This design comes from an exercise in tuning for small area, a short achievable clock period and few clock cycles on the open sky130 flow, not from production work.
RTL that was checked went through simulation tests only; none was proved equivalent to the original.
Power figures rest on the tool's default switching activity, not on a simulated workload.

## red
==> flow/design.v <==
module ao8 (
    input  [7:0] s,
    input  [7:0] d,
    output       y
);
assign y = |(s & d);
endmodule
module rf_read (
    input  [31:1]      sel,
    input              byp,
    input  [31:0]      bv,
    input  [32*32-1:0] q,       
    output [31:0]      y
);
wire [31:0] s = {sel, byp};
genvar j, k;
generate
    for (j = 0; j < 32; j = j + 1) begin : b
        wire [31:0] d;
        wire [3:0]  o;
        wire [1:0]  z;
        assign d[0] = bv[j];
        for (k = 1; k < 32; k = k + 1) begin : c
            assign d[k] = q[32*k + j];
        end
        for (k = 0; k < 4; k = k + 1) begin : g
            ao8 u (.s(s[8*k +: 8]), .d(d[8*k +: 8]), .y(o[k]));
        end
        g_nor2  u0 (.a(o[0]), .b(o[1]), .y(z[0]));
        g_nor2  u1 (.a(o[2]), .b(o[3]), .y(z[1]));
        g_nand2 u2 (.a(z[0]), .b(z[1]), .y(y[j]));
    end
endgenerate
endmodule
module g_nand2 (input a, input b, output y); assign y = ~(a & b); endmodule
module g_nor2  (input a, input b, output y); assign y = ~(a | b); endmodule
module g_and2  (input a, input b, output y); assign y = a & b; endmodule
module g_or2   (input a, input b, output y); assign y = a | b; endmodule
module g_xor2  (input a, input b, output y); assign y = a ^ b; endmodule
module g_inv   (input a, output y); assign y = ~a; endmodule
module g_a21oi (input a1, input a2, input b1, output y); assign y = ~((a1 & a2) | b1); endmodule
module g_o21ai (input a1, input a2, input b1, output y); assign y = ~((a1 | a2) & b1); endmodule
module ks_add #(parameter W = 32) (
    input  [W-1:0] x,
    input  [W-1:0] y,
    input          ci,
    output [W-1:0] s,
    output         co
);
wire [W-1:0] gn0, tn0, p;
wire        g0b, t0b;
genvar i, l;
generate
    for (i = 0; i < W; i = i + 1) begin : pg
        g_xor2 u_p (.a(x[i]), .b(y[i]), .y(p[i]));
        g_nor2 u_t (.a(x[i]), .b(y[i]), .y(tn0[i]));
        if (i > 0) begin : gb
            g_nand2 u_g (.a(x[i]), .b(y[i]), .y(gn0[i]));
        end
    end
endgenerate
g_and2  u_g0 (.a(x[0]), .b(y[0]), .y(g0b));
g_or2   u_t0 (.a(x[0]), .b(y[0]), .y(t0b));
g_a21oi u_c0 (.a1(t0b), .a2(ci), .b1(g0b), .y(gn0[0]));
wire [W-1:0] gv [0:5];
wire [W-1:0] tv [0:5];
assign gv[0] = gn0;
assign tv[0] = tn0;
generate
    for (l = 1; l <= 5; l = l + 1) begin : lv
        localparam integer D = 1 << (l - 1);
        for (i = 0; i < W; i = i + 1) begin : nd
            if (i < D) begin : pass
                g_inv u_i (.a(gv[l-1][i]), .y(gv[l][i]));
                assign tv[l][i] = 1'b0;
            end else if (l % 2 == 1) begin : oai
                g_o21ai u_g (.a1(tv[l-1][i]), .a2(gv[l-1][i-D]), .b1(gv[l-1][i]), .y(gv[l][i]));
                if (i >= 2 * D) begin : t
                    g_nor2 u_t (.a(tv[l-1][i]), .b(tv[l-1][i-D]), .y(tv[l][i]));
                end else begin : tz
                    assign tv[l][i] = 1'b0;
                end
            end else begin : aoi
                g_a21oi u_g (.a1(tv[l-1][i]), .a2(gv[l-1][i-D]), .b1(gv[l-1][i]), .y(gv[l][i]));
                if (i >= 2 * D) begin : t
                    g_nand2 u_t (.a(tv[l-1][i]), .b(tv[l-1][i-D]), .y(tv[l][i]));
                end else begin : tz
                    assign tv[l][i] = 1'b0;
                end
            end
        end
    end
endgenerate
generate
    for (i = 0; i < W; i = i + 1) begin : sm
        if (i == 0) begin : s0
            g_xor2 u_s (.a(p[0]), .b(ci), .y(s[0]));
        end else begin : sn
            g_xor2 u_s (.a(p[i]), .b(gv[5][i-1]), .y(s[i]));
        end
    end
endgenerate
assign co = gv[5][W-1];
endmodule
module g_nand4 (input a, input b, input c, input d, output y); assign y = ~(a & b & c & d); endmodule
module g_xnor2 (input a, input b, output y); assign y = ~(a ^ b); endmodule
module g_a21o  (input a1, input a2, input b1, output y); assign y = (a1 & a2) | b1; endmodule
module ne32 (
    input  [31:0] a,
    input  [31:0] b,
    output        ne
);
wire [31:0] e;
wire [7:0]  d4;
wire [3:0]  z8;
genvar i;
generate
    for (i = 0; i < 32; i = i + 1) begin : x
        g_xnor2 u (.a(a[i]), .b(b[i]), .y(e[i]));
    end
    for (i = 0; i < 8; i = i + 1) begin : n
        g_nand4 u (.a(e[4*i]), .b(e[4*i+1]), .c(e[4*i+2]), .d(e[4*i+3]), .y(d4[i]));
    end
    for (i = 0; i < 4; i = i + 1) begin : r
        g_nor2 u (.a(d4[2*i]), .b(d4[2*i+1]), .y(z8[i]));
    end
endgenerate
g_nand4 u_ne (.a(z8[0]), .b(z8[1]), .c(z8[2]), .d(z8[3]), .y(ne));
endmodule
module mips_core (
    input         clk,
    input         rst,         
    output [31:0] imem_addr,
    input  [31:0] imem_data,
    output [31:0] dmem_addr,
    output [31:0] dmem_wdata,
    output        dmem_we,
    input  [31:0] dmem_rdata
);
reg  [29:0] pc;                  
reg         r1;                  
reg         v2;                  
reg  [31:0] a2, b2;              
reg  [15:0] imm2;
reg         fla2, faa2;          
reg         flb2, fab2;          
reg         fly2, fay2;          
reg         imm_sel2, sub2, and2, or2, slt2, sa2;
reg         wr2, ld2, st2;
reg         bx2;                 
reg         k2;                  
reg  [4:0]  rd2;
reg  [29:0] alt2;                
reg  [31:0] res3, sd3;
reg  [4:0]  rd3;
reg         wr3, ld3, st3;
reg  [31:0] rf [1:31];
wire [31:0] wbv = ld3 ? dmem_rdata : res3;
wire [31:1] wm;                  
generate
    for (k = 1; k < 32; k = k + 1) begin : w
        assign wm[k] = wr3 & (rd3 == k);
        always @(posedge clk)
            if (wm[k]) rf[k] <= wbv;
    end
endgenerate
assign dmem_addr  = res3;
assign dmem_wdata = sd3;
assign dmem_we    = st3;
wire [31:0] A = fla2 ? dmem_rdata : faa2 ? res3 : a2;
wire [31:0] B = flb2 ? dmem_rdata : fab2 ? res3 : b2;
wire [31:0] Y = fly2 ? dmem_rdata : fay2 ? res3 :
                imm_sel2 ? {{16{imm2[15]}}, imm2} : b2;
wire [31:0] sum;
wire        cout;
ks_add #(32) u_add (.x(A), .y(Y ^ {32{sub2}}), .ci(sub2), .s(sum), .co(cout));
wire [31:0] lg = ({32{and2}} & A & Y) | ({32{or2}} & (A | Y)) |
                 {31'd0, slt2 & ~cout};
wire [31:0] res;
genvar k;
generate
    for (k = 0; k < 32; k = k + 1) begin : rs_
        g_a21o u (.a1(sa2), .a2(sum[k]), .b1(lg[k]), .y(res[k]));
    end
endgenerate
wire        ne;
ne32 u_ne (.a(A), .b(B), .ne(ne));
wire        misp = bx2 & (ne ^ k2);
always @(posedge clk) begin
    res3 <= res;
    sd3  <= B;
    rd3  <= rd2;
    ld3  <= ld2;
    wr3  <= ~rst & v2 & wr2;
    st3  <= ~rst & v2 & st2;
end
wire [31:0] ins = imem_data;
wire [5:0]  op  = ins[31:26];
wire [4:0]  rs  = ins[25:21];
wire [4:0]  rt  = ins[20:16];
wire [5:0]  fn  = ins[5:0];
wire        off0    = (ins[15:0] == 16'd0);    
wire        is_r    = (op == 6'b000000);
wire        is_addi = (op == 6'b001000);
wire        is_andi = (op == 6'b001100);
wire        is_lw   = (op == 6'b100011);
wire        is_sw   = (op == 6'b101011);
wire        is_beq  = (op == 6'b000100) & ~off0;
wire        is_bne  = (op == 6'b000101) & ~off0;
wire        is_j    = (op == 6'b000010);
wire        f_add = (fn == 6'b100000);
wire        f_sub = (fn == 6'b100010);
wire        f_or  = (fn == 6'b100101);
wire        f_slt = (fn == 6'b101010);
wire [4:0]  dst = is_r ? ins[15:11] : rt;
wire        wr  = (is_r | is_addi | is_andi | is_lw) & (dst != 5'd0);
wire        same = (rs == rt);
wire        beq_o   = (op == 6'b000100);
wire        bne_o   = (op == 6'b000101);
wire        pred = (beq_o & (same | ins[15])) | (bne_o & ~same);
wire [29:0] pc1  = pc + 30'd1;
wire [29:0] btgt;
wire        btgt_co;
ks_add #(30) u_btgt (.x(pc), .y({{14{ins[15]}}, ins[15:0]}), .ci(1'b1), .s(btgt), .co(btgt_co));
wire [29:0] jtgt = {pc1[29:26], ins[25:0]};
wire [31:1] sa, sb;
generate
    for (k = 1; k < 32; k = k + 1) begin : s
        assign sa[k] = (rs == k) & ~wm[k];
        assign sb[k] = (rt == k) & ~wm[k];
    end
endgenerate
wire        bya = wr3 & (rd3 == rs);
wire        byb = wr3 & (rd3 == rt);
wire [32*32-1:0] rfq;
generate
    assign rfq[31:0] = 32'd0;
    for (k = 1; k < 32; k = k + 1) begin : q
        assign rfq[32*k +: 32] = rf[k];
    end
endgenerate
wire [31:0] ra, rb;
rf_read u_ra (.sel(sa), .byp(bya), .bv(wbv), .q(rfq), .y(ra));
rf_read u_rb (.sel(sb), .byp(byb), .bv(wbv), .q(rfq), .y(rb));
wire        hit_rs = v2 & wr2 & (rd2 == rs);
wire        hit_rt = v2 & wr2 & (rd2 == rt);
wire        v_next = ~rst & ~r1 & ~misp;
always @(posedge clk) begin
    r1 <= rst;
    if (rst)
        pc <= 30'h3FFFFFFF;
    else if (r1)
        pc <= 30'd0;
    else if (misp)
        pc <= alt2;
    else if (is_j)
        pc <= jtgt;
    else if (pred)
        pc <= btgt;
    else
        pc <= pc1;
    v2       <= v_next;
    a2       <= ra;
    b2       <= rb;
    imm2     <= ins[15:0];
    fla2     <= hit_rs & ld2;
    faa2     <= hit_rs & ~ld2;
    flb2     <= hit_rt & ld2;
    fab2     <= hit_rt & ~ld2;
    fly2     <= hit_rt & ld2 & is_r;
    fay2     <= hit_rt & ~ld2 & is_r;
    imm_sel2 <= ~is_r;
    sa2      <= (~is_r & ~is_andi) | (is_r & (f_add | f_sub));
    sub2     <= is_r & (f_sub | f_slt);
    slt2     <= is_r & f_slt;
    or2      <= is_r & f_or;
    and2     <= is_andi | (is_r & ~f_add & ~f_sub & ~f_or & ~f_slt);
    wr2      <= wr;
    rd2      <= dst;
    ld2      <= is_lw;
    st2      <= is_sw;
    bx2      <= v_next & (is_beq | is_bne);
    k2       <= beq_o ^ pred;
    alt2     <= pred ? pc1 : btgt;
end
assign imem_addr = {pc, 2'b00};
endmodule
Settings: LEC_CHECK=0, ABC_CLOCK_PERIOD_IN_PS=3000, CAP_MARGIN=20, CORE_MARGIN=2, CORE_UTILIZATION=55, CTS_CLUSTER_DIAMETER=80, CTS_CLUSTER_SIZE=25, SLEW_MARGIN=20, SYNTH_HIERARCHICAL=1, SYNTH_MINIMUM_KEEP_SIZE=0; clock period 10.0 ns.
standard.sh (not shown) runs the stock make flow with config.mk's settings and CLKGATE_MAP_FILE= SYNTH_SCRIPT=/design/flow/synth_recipe.tcl, a recipe that flattens the netlist after the stock synthesis.
==> flow/flow/run.sh <==
#!/bin/bash
set -eo pipefail
mapfile -t extra < <(grep -v '^#' flow/extra_vars | grep -v '^\s*$')
bash standard.sh "${extra[@]}" finish > flow_standard.log 2>&1
==> flow/flow/extra_vars <==
SETUP_SLACK_MARGIN=6.6
TNS_END_PERCENT=10
BUFFER_PORTS_ARGS=-buffer_cell sky130_fd_sc_hd__buf_4
red finished all stages; the layout is clean.
Testbench counts of red, summed over its fixed seeds: cycles 35,934.
Modified inputs, blue compared to red
diff --git a/flow/design.v b/flow/design.v
--- a/flow/design.v
+++ b/flow/design.v
@@ -30,10 +30,54 @@
         g_nor2  u1 (.a(o[2]), .b(o[3]), .y(z[1]));
         g_nand2 u2 (.a(z[0]), .b(z[1]), .y(y[j]));
     end
 endgenerate
 endmodule
+module g_nand3 (input a, input b, input c, output y); assign y = ~(a & b & c); endmodule
+module g_nor3  (input a, input b, input c, output y); assign y = ~(a | b | c); endmodule
+module rdec (
+    input  [4:0]  r,
+    input  [31:1] m,
+    output [31:1] sel
+);
+wire [4:0] rn;
+wire [3:0] pan;
+wire [7:0] pbn;
+genvar k;
+generate
+    for (k = 0; k < 5; k = k + 1) begin : iv
+        g_inv u (.a(r[k]), .y(rn[k]));
+    end
+    for (k = 0; k < 4; k = k + 1) begin : pa
+        g_nand2 u (.a(k[1] ? r[1] : rn[1]), .b(k[0] ? r[0] : rn[0]), .y(pan[k]));
+    end
+    for (k = 0; k < 8; k = k + 1) begin : pb
+        g_nand3 u (.a(k[2] ? r[4] : rn[4]), .b(k[1] ? r[3] : rn[3]), .c(k[0] ? r[2] : rn[2]), .y(pbn[k]));
+    end
+    for (k = 1; k < 32; k = k + 1) begin : s
+        g_nor3 u (.a(pan[k % 4]), .b(pbn[k / 4]), .c(m[k]), .y(sel[k]));
+    end
+endgenerate
+endmodule
+module eq5w (
+    input  [4:0] a,
+    input  [4:0] b,
+    input        w,
+    output       y
+);
+wire [4:0] e;
+wire [1:0] n;
+genvar k;
+generate
+    for (k = 0; k < 5; k = k + 1) begin : x
+        g_xnor2 u (.a(a[k]), .b(b[k]), .y(e[k]));
+    end
+endgenerate
+g_nand3 u0 (.a(e[0]), .b(e[1]), .c(e[2]), .y(n[0]));
+g_nand3 u1 (.a(e[3]), .b(e[4]), .c(w), .y(n[1]));
+g_nor2  u2 (.a(n[0]), .b(n[1]), .y(y));
+endmodule
 module g_nand2 (input a, input b, output y); assign y = ~(a & b); endmodule
 module g_nor2  (input a, input b, output y); assign y = ~(a | b); endmodule
 module g_and2  (input a, input b, output y); assign y = a & b; endmodule
 module g_or2   (input a, input b, output y); assign y = a | b; endmodule
 module g_xor2  (input a, input b, output y); assign y = a ^ b; endmodule
@@ -222,18 +266,15 @@
 wire [29:0] btgt;
 wire        btgt_co;
 ks_add #(30) u_btgt (.x(pc), .y({{14{ins[15]}}, ins[15:0]}), .ci(1'b1), .s(btgt), .co(btgt_co));
 wire [29:0] jtgt = {pc1[29:26], ins[25:0]};
 wire [31:1] sa, sb;
-generate
-    for (k = 1; k < 32; k = k + 1) begin : s
-        assign sa[k] = (rs == k) & ~wm[k];
-        assign sb[k] = (rt == k) & ~wm[k];
-    end
-endgenerate
-wire        bya = wr3 & (rd3 == rs);
-wire        byb = wr3 & (rd3 == rt);
+rdec u_da (.r(rs), .m(wm), .sel(sa));
+rdec u_db (.r(rt), .m(wm), .sel(sb));
+wire        bya, byb;
+eq5w u_ea (.a(rs), .b(rd3), .w(wr3), .y(bya));
+eq5w u_eb (.a(rt), .b(rd3), .w(wr3), .y(byb));
 wire [32*32-1:0] rfq;
 generate
     assign rfq[31:0] = 32'd0;
     for (k = 1; k < 32; k = k + 1) begin : q
         assign rfq[32*k +: 32] = rf[k];
[summary]
In blue, synthesized cell count is lower than in red.
Compared to red, blue has fraction of the cycle the final worst path needs 1.5 points lower.
Row routed via count: blue lower / red higher
Diff red -> blue: final antenna diode count went down 3; first-pass GRT wire length saw a decrease; count of clock-buffer cells in the layout up 6.
Testbench counts of blue, summed over its fixed seeds: cycles 35,934.

---

## the reference run
RTL: the design.v shown in full above, as it stands there.
export LEC_CHECK = 0
export ABC_CLOCK_PERIOD_IN_PS = 3000
export CAP_MARGIN = 20
export CORE_MARGIN = 2
export CORE_UTILIZATION = 55
export CTS_CLUSTER_DIAMETER = 60
export CTS_CLUSTER_SIZE = 30
export SLEW_MARGIN = 20
export SYNTH_HIERARCHICAL = 1
export SYNTH_MINIMUM_KEEP_SIZE = 0
create_clock -name core_clock -period 10.0 [get_ports {clk}]
Scripts as last shown in full above: flow/flow/run.sh, flow/flow/extra_vars
Testbench counts of the reference run, summed over its fixed seeds: cycles 35,934.
[inputs] the trial run vs the reference run
diff --git a/flow/design.v b/flow/design.v
--- a/flow/design.v
+++ b/flow/design.v
@@ -102,10 +102,11 @@
 endgenerate
 assign co = gv[5][W-1];
 endmodule
 module g_nand4 (input a, input b, input c, input d, output y); assign y = ~(a & b & c & d); endmodule
 module g_xnor2 (input a, input b, output y); assign y = ~(a ^ b); endmodule
+module g_mux2  (input a, input b, input s, output y); assign y = s ? b : a; endmodule
 module g_a21o  (input a1, input a2, input b1, output y); assign y = (a1 & a2) | b1; endmodule
 module ne32 (
     input  [31:0] a,
     input  [31:0] b,
     output        ne
@@ -243,24 +244,22 @@
 rf_read u_ra (.sel(sa), .byp(bya), .bv(wbv), .q(rfq), .y(ra));
 rf_read u_rb (.sel(sb), .byp(byb), .bv(wbv), .q(rfq), .y(rb));
 wire        hit_rs = v2 & wr2 & (rd2 == rs);
 wire        hit_rt = v2 & wr2 & (rd2 == rt);
 wire        v_next = ~rst & ~r1 & ~misp;
+wire [29:0] pc_f  = is_j ? jtgt : pred ? btgt : pc1;
+wire [29:0] pc_eq = rst ? 30'h3FFFFFFF : r1 ? 30'd0 : (bx2 & k2)  ? alt2 : pc_f;
+wire [29:0] pc_ne = rst ? 30'h3FFFFFFF : r1 ? 30'd0 : (bx2 & ~k2) ? alt2 : pc_f;
+wire [29:0] pc_n;
+generate
+    for (k = 0; k < 30; k = k + 1) begin : pm
+        g_mux2 u (.a(pc_eq[k]), .b(pc_ne[k]), .s(ne), .y(pc_n[k]));
+    end
+endgenerate
 always @(posedge clk) begin
     r1 <= rst;
-    if (rst)
-        pc <= 30'h3FFFFFFF;
-    else if (r1)
-        pc <= 30'd0;
-    else if (misp)
-        pc <= alt2;
-    else if (is_j)
-        pc <= jtgt;
-    else if (pred)
-        pc <= btgt;
-    else
-        pc <= pc1;
+    pc <= pc_n;
     v2       <= v_next;
     a2       <= ra;
     b2       <= rb;
     imm2     <= ins[15:0];
     fla2     <= hit_rs & ld2;
### Flow results
Sort the trial run and the reference run by number of cells produced by synthesis, ascending, and the reference run comes first.
Higher tightest slew margin relative to the limit among the trial run and the reference run: the trial run
Global-route usage down 2.4 points in the trial run wrt the reference run
Worst setup slack for the trial run: 15 ps up relative to the reference run
Going from the reference run to the trial run, part of the total power dissipated in the clock network shrank by 0.8 points; placed wire-length estimate -3.1%; post-route DRC violation count held steady; synthesized area divided by synthesized cell count has increased; static leakage lower.
The RTL of the trial run was laid out without a check of its function.

## what the ideal ports hide
Ports are ideal in the flow. The routed layouts listed here were re-timed in OpenROAD.
Step 1 assumes that a clkbuf_16 drives the clock port and a buf_2 every other input.
Step 2 adds t to the input delays and takes it off the output delays; t is the mean of the earliest and latest rising clock arrival at the registers after step 1. Input paths then give back, and output paths get back, about the clock's delay inside the block.
Three values: no drivers, after step 1, after step 2; two values: the first two.
run	shift t [ns]	setup WS [ns]	worst setup path at the end	worst register clock-pin slew, ns
red	0.798	6.243 / 6.264 / 5.466	input to register	0.10 / 0.10
blue	0.802	6.395 / 6.381 / 5.640	input to register	0.10 / 0.10
the reference run	0.788	6.311 / 6.309 / 5.520	input to register	0.10 / 0.10
the trial run	0.789	6.325 / 6.287 / 5.498	input to register	0.10 / 0.10
After both steps setup and hold are still met in every run listed. For the trial run, which loses most, drivers alone change the setup slack by -0.038 ns; drivers and shift together by -0.827 ns.
